Context: an optimization exercise on an open-source flow, tuned for small area. The choices shown serve that exercise and are no tape-out recipe. In this exercise RTL edits were held to simulation tests only and were not proved equivalent to the original. Power figures rest on the tool's default switching activity, not on a simulated workload.

[constraint.sdc]
create_clock -name core_clock -period 15.0 [get_ports {Clk}]
set_input_delay 3.0000 -clock core_clock [delete_from_list [all_inputs] [get_ports {Clk}]]
set_output_delay 3.0000 -clock core_clock [all_outputs]
set_load 0.01 [all_outputs]
[run.sh]
#!/bin/bash
# synth_recipe.tcl (not shown) runs the flow's synth.tcl, then flattens the netlist and writes it again
# the make line also repeats each setting of config.mk as NAME=value (left out here)
make -C /OpenROAD-flow-scripts/flow DESIGN_CONFIG=/design/flow/config.mk WORK_HOME=/design/flow/orfs CLKGATE_MAP_FILE= SYNTH_SCRIPT=/design/flow/synth_recipe.tcl finish
[design.v]
module Loto (Clk, BPBack, BPReview, BPReset, BPTirage, A1, A2, A3, A4);
input Clk, BPBack, BPReview, BPReset, BPTirage;
output [6:0] A1;
output [6:0] A2;
output [6:0] A3;
output [6:0] A4;
reg [209:0] R0, R1, R2;    
reg [4:0] r;               
reg Fill;                  
reg PrevTirage, PrevBack;
reg [6:0] S;               
reg [6:0] M;               
reg [6:0] D;               
reg [6:0] A;               
reg [6:0] TA;              
reg [6:0] TB;              
reg Busy, First, Pass2, FA, FB;
function [6:0] inc;
	input [6:0] x;
	inc = (x[1:0] == 2'd2) ? {x[6:2] + 5'd1, 2'd0} : {x[6:2], x[1:0] + 2'd1};
endfunction
function [6:0] dec;
	input [6:0] x;
	dec = (x[1:0] == 2'd0) ? {x[6:2] - 5'd1, 2'd2} : {x[6:2], x[1:0] - 2'd1};
endfunction
wire CLt90 = (M[6:2] != 5'd31);
wire EvTirage = BPTirage & ~PrevTirage & ~BPReset & ~BPReview & CLt90;
wire EvBack = BPBack & ~PrevBack & ~BPReset & BPReview;
wire [6:0] H0 = R0[6:0];
wire [6:0] H1 = R1[6:0];
wire [6:0] H2 = R2[6:0];
wire HitAg = (A[6:2] == r);
wire HitDg = (D[6:2] == r);
wire [2:0] HitA = {HitAg & (A[1:0] == 2'd2), HitAg & (A[1:0] == 2'd1), HitAg & (A[1:0] == 2'd0)};
wire [2:0] HitD = {HitDg & (D[1:0] == 2'd2), HitDg & (D[1:0] == 2'd1), HitDg & (D[1:0] == 2'd0)};
wire [1:0] SelT = Busy ? A[1:0] : D[1:0];
wire [6:0] HT = (SelT == 2'd0) ? H0 : (SelT == 2'd1) ? H1 : H2;
wire [6:0] HD = (D[1:0] == 2'd0) ? H0 : (D[1:0] == 2'd1) ? H1 : H2;
wire Pass1 = Busy & ~First & ~Pass2;
wire Wr = Busy & Pass2;
wire [6:0] In0 = Fill ? {r, 2'd0} : (Wr & HitA[0]) ? TB : (Wr & HitD[0]) ? TA : H0;
wire [6:0] In1 = Fill ? {r, 2'd1} : (Wr & HitA[1]) ? TB : (Wr & HitD[1]) ? TA : H1;
wire [6:0] In2 = Fill ? {r, 2'd2} : (Wr & HitA[2]) ? TB : (Wr & HitD[2]) ? TA : H2;
always @(posedge Clk)
begin
	R0 <= {In0, R0[209:7]};
	R1 <= {In1, R1[209:7]};
	R2 <= {In2, R2[209:7]};
	PrevTirage <= BPTirage;
	PrevBack <= BPBack;
	if (BPReset)
	begin
		r <= 0;
		Fill <= 1;
		S <= 0;
		M <= {5'd29, 2'd2};
		D <= {5'd30, 2'd0};
		Busy <= 0;
	end
	else
	begin
		r <= (r == 5'd29) ? 5'd0 : r + 5'd1;
		if (r == 5'd29)
			Fill <= 0;
		if (CLt90)
			S <= (S >= M) ? 7'd0 : inc(S);
		if (EvTirage)
			M <= dec(M);
		if (~BPReview)
			D <= inc(M);
		else if (EvBack && D < {5'd29, 2'd2})
			D <= inc(D);
		if (EvTirage)
		begin
			A <= S;
			Busy <= 1;
			First <= 1;
			Pass2 <= 0;
			FA <= 0;
			FB <= 0;
		end
		else if (First)
			First <= 0;
		else if (Busy)
		begin
			if ((FA | HitAg) & (FB | HitDg))
			begin
				FA <= 0;
				FB <= 0;
				Pass2 <= 1;
				if (Pass2)
					Busy <= 0;
			end
			else
			begin
				FA <= FA | HitAg;
				FB <= FB | HitDg;
			end
		end
	end
	if (Busy ? (Pass1 & HitAg) : HitDg)
		TA <= HT;
	if (Pass1 & HitDg)
		TB <= HD;
end
wire [6:0] Nombre = (D[6:2] == 5'd30) ? 7'd0 : {TA[6:2], 1'b0} + {2'b0, TA[6:2]} + {5'd0, TA[1:0]} + 7'd1;
wire [6:0] Rang = 7'd90 - ({D[6:2], 1'b0} + {2'b0, D[6:2]} + {5'd0, D[1:0]});
function [6:0] seg;
	input [3:0] d;
	case (d)
		4'd0: seg = 7'b1111110;
		4'd1: seg = 7'b0110000;
		4'd2: seg = 7'b1101101;
		4'd3: seg = 7'b1111001;
		4'd4: seg = 7'b0110011;
		4'd5: seg = 7'b1011011;
		4'd6: seg = 7'b1011111;
		4'd7: seg = 7'b1110000;
		4'd8: seg = 7'b1111111;
		default: seg = 7'b1111011;
	endcase
endfunction
assign A1 = seg(Nombre / 7'd10);
assign A2 = seg(Nombre % 7'd10);
assign A3 = seg(Rang / 7'd10);
assign A4 = seg(Rang % 7'd10);
endmodule
[config.mk]
export PLATFORM = sky130hd
export DESIGN_NAME = Loto
export DESIGN_NICKNAME = Loto
export VERILOG_FILES = /design/flow/design.v
export SDC_FILE = /design/flow/constraint.sdc
export NUM_CORES = 4
export LEC_CHECK = 0
export ABC_AREA = 1
export CAP_MARGIN = 20
export CORE_MARGIN = 2
export CORE_UTILIZATION = 60
export CTS_BUF_LIST = sky130_fd_sc_hd__clkbuf_8
export CTS_CLUSTER_SIZE = 50
export SLEW_MARGIN = 20
==> results.yml, run 1 <==
status:
  status: "complete, no violations"
global_routing:
  grt_first_pass_wirelength_um: 43000
  grt_pass1_vias: 9081
  grt_max_degree: 22
  antenna_found_initial: 1
  grtUsageTotal_pct: 16.9
  overflow: 0
logic_synthesis:
  synth-seq-cells: 685
  synth_async_sr_flop_share_pct: 0
  synth_ff_type: "dfxtp_1"
  synth_area_leaders: "dfxtp_1 72%, ha_1 4.7%, edfxtp_1 4.1%"
  synthCells: 1464
  syn_area_um2: 18400
  syn_area_per_cell_um2: 12.6
  ys_types: 42
  synth.net_count: 1544
  seq_area_frac_synth_pct: 75.9
  synth_edf_count: 25
  yosysTopAreaCell: "dfxtp_1"
  synth_top_area_share_pct: 71.8
  synth_warnings: 1
cells_and_area:
  fillers: 2214
  area_growth_pct: 14.1
  final_nets: 1657
  n_antenna_cell: 0
  drive_above_1_share_pct: 11.5
  seq_area_um2: 14000
  multi_input_area_um2: 3830
  fin_area_um2: 21000
place:
  io_buffer_count: 32
  place_congestion: 0.872
  hpwl_um: 16700
  placed_cell_area_um2: 19200
hold_path:
  holdPathEnd: "R0[78]"
  hp-start: "R0[85]"
  min_path_cells: 0
  worstHoldPathType: "reg2reg"
flow_run:
  cap_violations: 0
setup_path:
  cp-end-kind: "primary output"
  path_common_cell: "inv_1"
  reg2reg_slack_ps: 11980
  cp_slowest_stage_delay_ps: 560
  r2r_end: "R2[209]"
  cp.required_ps: 12000
  r2r_cells: 11
  critPathArrivalTime_ps: 6490
  reg2reg_from: "D[6]"
  worstSetupPathType: "reg2out"
  worstSetupStartpointType: "flop"
  cp_max_fo: 10
  slowest_stage: "clkdlybuf4s50_1"
die:
  core_um2: 30400
  fp.dieH_um: 179
  start_util_pct: 60.5
  boundaryPins: 33
  die_area_um2: 32100
  fp-row-count: 64
  chipWidth_um: 179
timing:
  fin_skew_ps: 32.0
  setup_tns_ps: 0
  final.period_utilization_pct: 63.3
  setup_violations: 0
  maxSlewViolCount: 0
  post-route-min-period_ps: 9490
  max_freq_mhz: 105
  worst_pin_slew_ps: 1100
  grt_setup_unrepaired: "false"
  relSlewSlack_pct: 25.8
  report.final.hold_viol_count: 0
clock_tree:
  cts_resized: 0
  cts_buffers: 94
  holdBufCountCts: 0
  cts_root_buffer: "clkbuf_8"
  cts_sinks: 685
  cts_tree: "built"
  ctsHtreeMaxLevel: 3
  insertion_delay_ps: 630
  clockBufferDepth: 3
  cts_setup_buffers: 0
  path_clk_slew_ps: 70
drt:
  first_iter_violations: 464
  drc: 0
  route.vias.total: 9589
  drtPass1Iterations: 5
  finalWirelength_um: 26000
  ant_nets: 0
  wl_per_cell_um: 12.8
  via_per_inst: 4.71
pwr:
  ir_drop_mv: 0.167
  pwr_density_cell_nw_per_um2: 187
  p_leak_nw: 9.23
[sequential cells by signal, summed over array words and instances, names as in the netlist, 7 cells and up]
register and count:
M 7, R1 210, R2 210, A 7
S 7, R0 210, D 7, TA 7
TB 7
[cells by family after synthesis]
logic type      synth area share (%)
compound gates                  4.36
xor+xnor                        1.05
fa+ha+maj                       5.34
buf+inv                         3.35
flops                           75.9
simple gates                    10.0
[cell usage after synthesis (2+ instances only)]
cell and instances:
a21oi_1 37, o21a_1 3, o31ai_1 2, fa_1 6, nand2_2 15, nand3_4 3, nand3b_1 3, nor2_1 42
nand3_2 11, a21oi_2 2, dfxtp_1 660, o21ai_0 60, edfxtp_1 25, nand3_1 66, nor2_2 5, nand2_1 194
ha_1 69, or2_2 3, xnor2_1 12, a31oi_1 3, nand2_4 7, nor4_1 2, nand4_1 17, clkbuf_1 16
nor2_4 4, nor3_1 4, o2111ai_1 2, inv_2 4, inv_4 2, a211oi_1 2, o211ai_1 24, inv_1 140
xor2_1 10
[per-layer routing]
metal | up-vias | track usage, % | share of wire [%]
li1 | 4906 | - | -
met2 | 239 | 25.0 | 43
met3 | 58 | 4.47 | 5.2
met1 | 4384 | 23.5 | 50
met4 | 2 | 7.02 | 2.3
met5 | - | 0 | 0.027
[final cells by class]
| class | instances | share of cell area (%) |
|---|---|---|
| tap | 396 | 2.36 |
| clock inverter | 46 | 1.39 |
| multi-input combinational | 616 | 18.2 |
| inverter | 147 | 2.65 |
| clock buffer | 112 | 7.34 |
| timing repair buffer | 33 | 1.56 |
| sequential | 685 | 66.5 |
[per-stage QoR]
stage	hold slack [ps]	std cells	setup slack, ps	utilization [%]	power [mW]
after global routing	310	2035	4890	69.0	4.14
after detailed placement	312	1877	6190	63.0	2.63
after CTS	309	2035	5480	69.0	3.98
final	302	2035	5510	69.0	3.92
after global placement	309	1877	6400	63.0	2.62
after floorplan	310	1464	7190	-	2.37
[where the power goes]
part	switching [mW]	internal, mW	total (mW)
logic	0.373	0.298	0.671
clock network	0.620	0.714	1.33
registers	0.0224	1.90	1.92
[worst max path at each step]
| stage | slack, ps | from | to | cells past startpoint |
|---|---|---|---|---|
| final | 5510 | D[1] | A4[6] | 31 |
| after floorplan | 7190 | D[1] | A4[6] | 28 |
| after detailed placement | 6190 | D[1] | A4[6] | 30 |
| after global placement | 6400 | D[1] | A4[6] | 30 |
| after CTS | 5480 | D[1] | A4[6] | 30 |
| after global routing | 4890 | D[1] | A4[6] | 31 |
[cell usage in the layout (no fill, tap or decap), types with 5 or more instances in the layout]
cell               n
clkbuf_8         112
dfxtp_1          660
xor2_1            10
edfxtp_1          25
o21ai_0           59
xnor2_1           12
a21oi_1           37
o211ai_1          24
nand2_4            7
nand3_1           66
nor2_2             5
clkdlybuf4s50_1   32
nand2_2           15
clkinv_2           5
ha_1              69
nand3_2           11
inv_1            171
nand2_1          194
fa_1               6
nand4_1           17
nor2_1            42
[worst max-delay path: cells and delay by family (launching register included)]
family / cells / cell delay, ps
adder cells (fa/ha/maj): 6 / 1810
AND/OR/NAND/NOR: 13 / 1410
buffers and inverters: 8 / 1280
XOR/XNOR: 2 / 590
flip-flops: 1 / 530
AO/OA/AOI/OAI: 2 / 260
==> run 2: changes to the inputs <==
--- a/config.mk
+++ b/config.mk
@@ -7,8 +7,5 @@
 export LEC_CHECK = 0
-export ABC_AREA = 1
 export CAP_MARGIN = 20
 export CORE_MARGIN = 2
-export CORE_UTILIZATION = 60
-export CTS_BUF_LIST = sky130_fd_sc_hd__clkbuf_8
-export CTS_CLUSTER_SIZE = 50
+export CORE_UTILIZATION = 40
 export SLEW_MARGIN = 20
==> run 2 against run 1 <==
  * Setup slack got worse by 1400 ps
  * Largest power group unchanged
  * Still clean
  * First-iteration DRC count increased by 3.9%
  * Largest cell class unchanged
  * Area after synthesis up 0.76%
  * Critical path type unchanged
  * Sequential share of layout area down 1.5 points
==> results.yml, run 2 <==
status:
  status: "complete, no violations"
clock_tree:
  clockBufferDepth: 3
  cts_buffers: 59
  cts_setup_buffers: 0
  cts_resized: 0
  insertion_delay_ps: 590
  ctsHtreeMaxLevel: 2
  cts_tree: "built"
  cts_root_buffer: "clkbuf_16"
  path_clk_slew_ps: 60
  holdBufCountCts: 0
  cts_sinks: 685
logic_synthesis:
  synth_async_sr_flop_share_pct: 0
  syn_area_per_cell_um2: 13.6
  syn_area_um2: 18500
  synth_edf_count: 25
  synth_ff_type: "dfxtp_1"
  synth_area_leaders: "dfxtp_1 71%, ha_1 4.7%, edfxtp_1 4.0%"
  synthCells: 1361
  yosysMostFrequentCell: "dfxtp_1"
  seq_area_frac_synth_pct: 75.3
  synth_top_area_share_pct: 71.3
  synth_common_cells: "660 x dfxtp_1, 78 x nor2_1, 69 x ha_1"
  yosysTopAreaCell: "dfxtp_1"
  ys_types: 82
  synth_warnings: 1
  synth.net_count: 1441
  synth-seq-cells: 685
timing:
  post-route-min-period_ps: 10930
  worst_pin_slew_ps: 1080
  grt_setup_unrepaired: "false"
  relSlewSlack_pct: 27.7
  maxSlewViolCount: 0
  setup_violations: 0
  max_freq_mhz: 91.5
  report.final.hold_viol_count: 0
  setup_tns_ps: 0
  final.period_utilization_pct: 72.9
  fin_skew_ps: 19.7
die:
  boundaryPins: 33
  fp-row-count: 78
  start_util_pct: 40.7
  die_area_um2: 48100
  chipWidth_um: 219
  core_um2: 45600
  fp.dieH_um: 219
global_routing:
  grtUsageTotal_pct: 11.7
  grt_pass1_vias: 9008
  grt_max_degree: 28
  met2_usage_pct: 17.8
  antenna_found_initial: 0
  overflow: 0
  grtUsageMet3_pct: 2.47
  grt_first_pass_wirelength_um: 45500
  top_usage_layer: "met2"
  grt_use_met1_pct: 16.5
cells_and_area:
  stdcell_count: 2074
  final_nets: 1507
  drive_above_1_share_pct: 8.35
  top_regs: "R0 (210), R1 (210), R2 (210)"
  fillers: 3999
  layout_commonest_cell: "dfxtp_1"
  final_cell_mix: "660 x dfxtp_1, 78 x nor2_1, 69 x ha_1"
  area_growth_pct: 15.9
place:
  io_buffer_count: 32
  place_congestion: 0.805
  dpl.cell_count: 1966
  hpwl_um: 17300
setup_path:
  worstSetupPathType: "reg2out"
  cp_slowest_stage_delay_ps: 480
  cp.required_ps: 12000
  critPathArrivalTime_ps: 7930
  worstSetupStartpointType: "flop"
  cp-end-kind: "primary output"
  slowest_stage: "o311ai_2"
  r2r_end: "R2[208]"
  cp_max_fo: 8
  cp-startpoint: "TA[2]"
  reg2reg_slack_ps: 11950
  path_common_cell: "inv_1"
  reg2reg_from: "r[3]"
  cp-endpoint: "A2[2]"
  r2r_cells: 10
pwr:
  power_mw: 4.01
  comb_power_share_pct: 14.8
  pwr_density_cell_nw_per_um2: 187
  p_leak_nw: 8.82
  p_int_mw: 3.04
  switchingPower_uw: 967
  sw_frac_of_total_pct: 24.1
  pwr-share-seq_pct: 47.8
  clockPowerShare_pct: 37.4
  ir_drop_mv: 0.124
hold_path:
  min_path_cells: 0
  worstHoldPathType: "reg2reg"
drt:
  finalWirelength_um: 27200
  drtPass1Iterations: 5
  first_iter_violations: 482
  ant_nets: 0
  wl_per_cell_um: 13.1
  drc: 0
  route.vias.total: 9161
  via_per_inst: 4.42
flow_run:
  cap_violations: 0
## run 2: changes by cell type after synthesis, sizes merged, moves of 14 or more
| cell | delta |
|---|---|
| nand3 | -62 |
| nand2 | -156 |
| o211ai | -16 |
| inv | -88 |
| o21ai | -14 |
| xnor2 | +15 |
| nor2 | +28 |
| mux2i | +41 |
## run 2: metal layers
| layer | share of wire (%) | wire, µm |
|---|---|---|
| met2 | 42 | 11500 |
| met3 | 3.8 | 1030 |
| met4 | 1.8 | 497 |
| met1 | 52 | 14200 |
| met5 | 0 | 0 |
## run 2: critical path: cells and delay by family (launching register included)
family	cells	cell delay, ps
adders and majority gates	6	1830
AOI/OAI and AO/OA	6	1470
buffers and inverters	7	1180
and+or+nand+nor	6	1650
xor gates and xnor gates	3	840
DFF	1	400
## run 2: kinds of logic (layout without fill, tap and decap cells)
group | count (synthesis) | in the layout | share of synthesized area (%)
AOI/OAI and AO/OA | 179 | 179 | 6.41
xor gates and xnor gates | 42 | 42 | 2.10
adders and majority gates | 75 | 75 | 5.30
buffers and inverters | 88 | 200 | 1.94
DFF | 685 | 685 | 75.3
muxes | 45 | 45 | 2.46
other | 0 | 1 | 0
and+or+nand+nor | 247 | 247 | 6.49
## run 2: power by group through the flow
stage                     sequential, mW  combinational [mW]  clock (mW)
after floorplan                     1.95               0.394           0
after global placement              1.96               0.579           0
after detailed placement            1.96               0.592           0
after CTS                           1.92               0.597        1.55
after global routing                1.92               0.658        1.62
final                               1.92               0.593        1.50
## run 2: final cells by class
cell class,instances,area [µm²],share of cell area (%)
Clock buffer,86,1720,8.00
Clock inverter,21,268,1.25
Multi-Input combinational cell,588,4230,19.7
Sequential cell,685,14000,65.0
Inverter,58,218,1.01
Tap cell,600,751,3.49
Timing Repair Buffer,35,343,1.59
Antenna cell,1,2.50,0.0116
## run 2: how the worst min path moves through the flow
stage / startpoint / endpoint / slack [ps]
2_1_floorplan: R0[7] / R0[0] / 310
3_3_place_gp: R2[119] / R2[112] / 310
3_5_place_dp: R0[32] / R0[25] / 310
4_1_cts: R2[74] / R2[67] / 310
5_1_grt: R2[74] / R2[67] / 320
6_report: R2[74] / R2[67] / 310
## run 2: metrics by stage
| stage | area [µm²] | hold slack (ps) | utilization, % | worst slack, ps |
|---|---|---|---|---|
| after floorplan | 18500 | 310 | - | 5930 |
| after global placement | 19500 | 310 | 42.8 | 4990 |
| after detailed placement | 19500 | 312 | 42.8 | 4700 |
| after CTS | 21500 | 309 | 47.1 | 4040 |
| after global routing | 21500 | 318 | 47.2 | 3420 |
| final | 21500 | 312 | 47.2 | 4070 |
==> run 3: changes to the inputs <==
--- a/config.mk
+++ b/config.mk
@@ -10,2 +10,4 @@
 export CORE_UTILIZATION = 40
+export CTS_BUF_LIST = sky130_fd_sc_hd__clkbuf_4
+export CTS_CLUSTER_SIZE = 30
 export SLEW_MARGIN = 20
==> run 3 against run 2 <==
  * Still clean on timing, DRC and antenna
  * Final area about the same
  * First-iteration DRC count down 11%
  * Non-clock buffer count unchanged
  * Wire length up 2.6%
  * Setup slack worse by 230 ps
  * Flip-flop and latch count unchanged
  * Area after synthesis unchanged
  * Sequential share of layout area about the same
  * Maximum frequency down 2.0%
  * Register-to-register slack better by 30 ps
  * Via count up 6.1%
  * Clock power down 5%
  * Critical path type unchanged
  * Critical endpoint unchanged
==> results.yml, run 3 <==
logic_synthesis:
  synth-simple-area-share_pct: 6.49
  synthXorXnorAreaFrac_pct: 2.10
  yosysTopAreaCell: "dfxtp_1"
  seq_area_frac_synth_pct: 75.3
  syn_area_um2: 18500
  synth_ff_type: "dfxtp_1"
  synth_compound_area_share_pct: 6.41
  synth_common_cells: "660 x dfxtp_1, 78 x nor2_1, 69 x ha_1"
  yosysMostFrequentCell: "dfxtp_1"
  synth_area_leaders: "dfxtp_1 71%, ha_1 4.7%, edfxtp_1 4.0%"
  synth_edf_count: 25
  synth_adder_area_share_pct: 5.30
  synth_top_family_by_area: "simple AND/OR/NAND/NOR gates"
  synth-seq-cells: 685
  synth_warnings: 1
  synthCells: 1361
  syn_area_per_cell_um2: 13.6
  synth_top_area_share_pct: 71.3
  synth.net_count: 1441
  synth_async_sr_flop_share_pct: 0
  synth.area.mux_share_pct: 2.46
  ys_types: 82
global_routing:
  overflow: 0
  antenna_found_initial: 1
  grtUsageTotal_pct: 12.4
  grt_max_degree: 28
  grt_first_pass_wirelength_um: 47400
  grt_pass1_vias: 9909
timing:
  hold_slack_ps: 294
  relSlewSlack_pct: 25.9
  grt_setup_unrepaired: "false"
  max_freq_mhz: 89.6
  setup_violations: 0
  final.period_utilization_pct: 74.4
  worst_pin_slew_ps: 1110
  layout_setup_ws_ps: 3840
  post-route-min-period_ps: 11160
  fin_skew_ps: 45.5
  report.final.hold_viol_count: 0
  maxSlewViolCount: 0
  setup_tns_ps: 0
die:
  fp-row-count: 78
  core_um2: 45600
  boundaryPins: 33
  die_area_um2: 48100
  chipWidth_um: 219
  fp.dieH_um: 219
  start_util_pct: 40.7
pwr:
  pwr_density_cell_nw_per_um2: 183
  power_mw: 3.93
  ir_drop_mv: 0.125
  p_leak_nw: 8.99
setup_path:
  cp-startpoint: "TA[2]"
  cp_slowest_stage_delay_ps: 470
  worstSetupPathType: "reg2out"
  worstSetupStartpointType: "flop"
  critPathArrivalTime_ps: 8160
  slowest_stage: "clkdlybuf4s50_1"
  path_common_cell: "inv_1"
  r2r_cells: 10
  cp.required_ps: 12000
  cp_max_fo: 8
  cp-end-kind: "primary output"
  reg2reg_from: "r[3]"
clock_tree:
  cts_resized: 0
  insertion_delay_ps: 830
  cts_root_buffer: "clkbuf_4"
  ctsHtreeMaxLevel: 4
  cts_sinks: 685
  clockBufferDepth: 3
  cts_buffers: 154
  cts_setup_buffers: 0
  path_clk_slew_ps: 60
  holdBufCountCts: 0
  cts_tree: "built"
place:
  pre_cts_ws_ps: 4700
  hpwl_um: 17300
  placed_cell_area_um2: 19500
  place_congestion: 0.805
  io_buffer_count: 32
  dpl.cell_count: 1966
cells_and_area:
  fin_area_um2: 21500
  layout_commonest_cell: "dfxtp_1"
  final_nets: 1602
  stdcell_count: 2224
  final_cell_mix: "660 x dfxtp_1, 220 x clkbuf_4, 78 x nor2_1"
  post-route-util_pct: 47.2
  drive_above_1_share_pct: 16.5
  top_regs: "R0 (210), R1 (210), R2 (210)"
  area_growth_pct: 15.9
drt:
  route.vias.total: 9717
  wl_per_cell_um: 12.6
  drc: 0
  via_per_inst: 4.37
  finalWirelength_um: 27900
  ant_nets: 0
  drtPass1Iterations: 5
  first_iter_violations: 430
hold_path:
  hp-start: "R1[24]"
  min_path_cells: 0
  worstHoldPathType: "reg2reg"
status:
  status: "complete, no violations"
flow_run:
  cap_violations: 0
run 3: cell counts after synthesis:
Identical to the previous run, type by type.
run 3: final timing paths:
| kind | slack, ps | endpoint |
|---|---|---|
| worst max-delay path | 3840 | A2[2] |
| worst min register to register | 290 | R1[17] |
| worst max register to register | 11980 | R2[208] |
| worst min-delay path | 290 | R1[17] |
run 3: critical path: cells and delay by family, from the launching register on:
| kind | cells | cell delay [ps] |
|---|---|---|
| xor gates and xnor gates | 3 | 770 |
| AOI/OAI and AO/OA | 8 | 2090 |
| DFF | 1 | 400 |
| buffers and inverters | 7 | 1170 |
| adders and majority gates | 6 | 1810 |
| and+or+nand+nor | 5 | 1110 |
run 3: where the power goes:
group          internal (mW)  switching (mW)  total (mW)
combinational          0.279           0.313       0.592
sequential              1.89          0.0218        1.92
clock                  0.776           0.642        1.42
run 3: kinds of logic after synthesis:
group                    Yosys count
AO/OA/AOI/OAI                    179
XOR/XNOR                          42
adder cells (fa/ha/maj)           75
buffers and inverters             88
flip-flops                       685
multiplexers                      45
AND/OR/NAND/NOR                  247
run 3: layer usage:
| layer | track usage [%] | wire (µm) | vias up |
|---|---|---|---|
| li1 | - | - | 4943 |
| met1 | 16.3 | 14100 | 4551 |
| met2 | 18.0 | 12000 | 168 |
| met3 | 3.98 | 1250 | 55 |
| met4 | 6.76 | 631 | 0 |
| met5 | 0 | 0 | - |
run 3: cell type report:
type                    instances  area [µm²]
diodes                          3        7.51
clock buffers                 220        1650
clock inverters                35         324
fillers                      4067       24100
inverters                      58         218
multi-input cells             588        4230
flip-flops and latches        685       14000
well taps                     600         751
repair buffers                 35         343

[afterwards: timing with drivers on the ports]
In the flow no input, the clock included, has a driving cell. The finished layouts below were timed again as built, in two steps. Step 1: set_driving_cell puts a clkbuf_16 on Clk and a buf_2 on each other input, an assumption about the parent block. Step 2 moves the port delays by t, midway between the first and last clock arrival at a register: inputs arrive t later, outputs are due t later. That takes back most of the time a late clock gives input paths. Slacks: ideal / step 1 / step 2; pairs: ideal / step 1.
| run | shift t [ns] | setup WS [ns] | slew at the worst register clock pin (ns) |
|---|---|---|---|
| run 1 | 0.658 | 5.507 / 5.460 / 6.118 | 0.07 / 0.07 |
| run 2 | 0.633 | 4.069 / 4.016 / 4.649 | 0.07 / 0.07 |
| run 3 | 0.850 | 3.841 / 3.795 / 4.645 | 0.07 / 0.07 |
After both steps setup and hold are still met in every run listed.
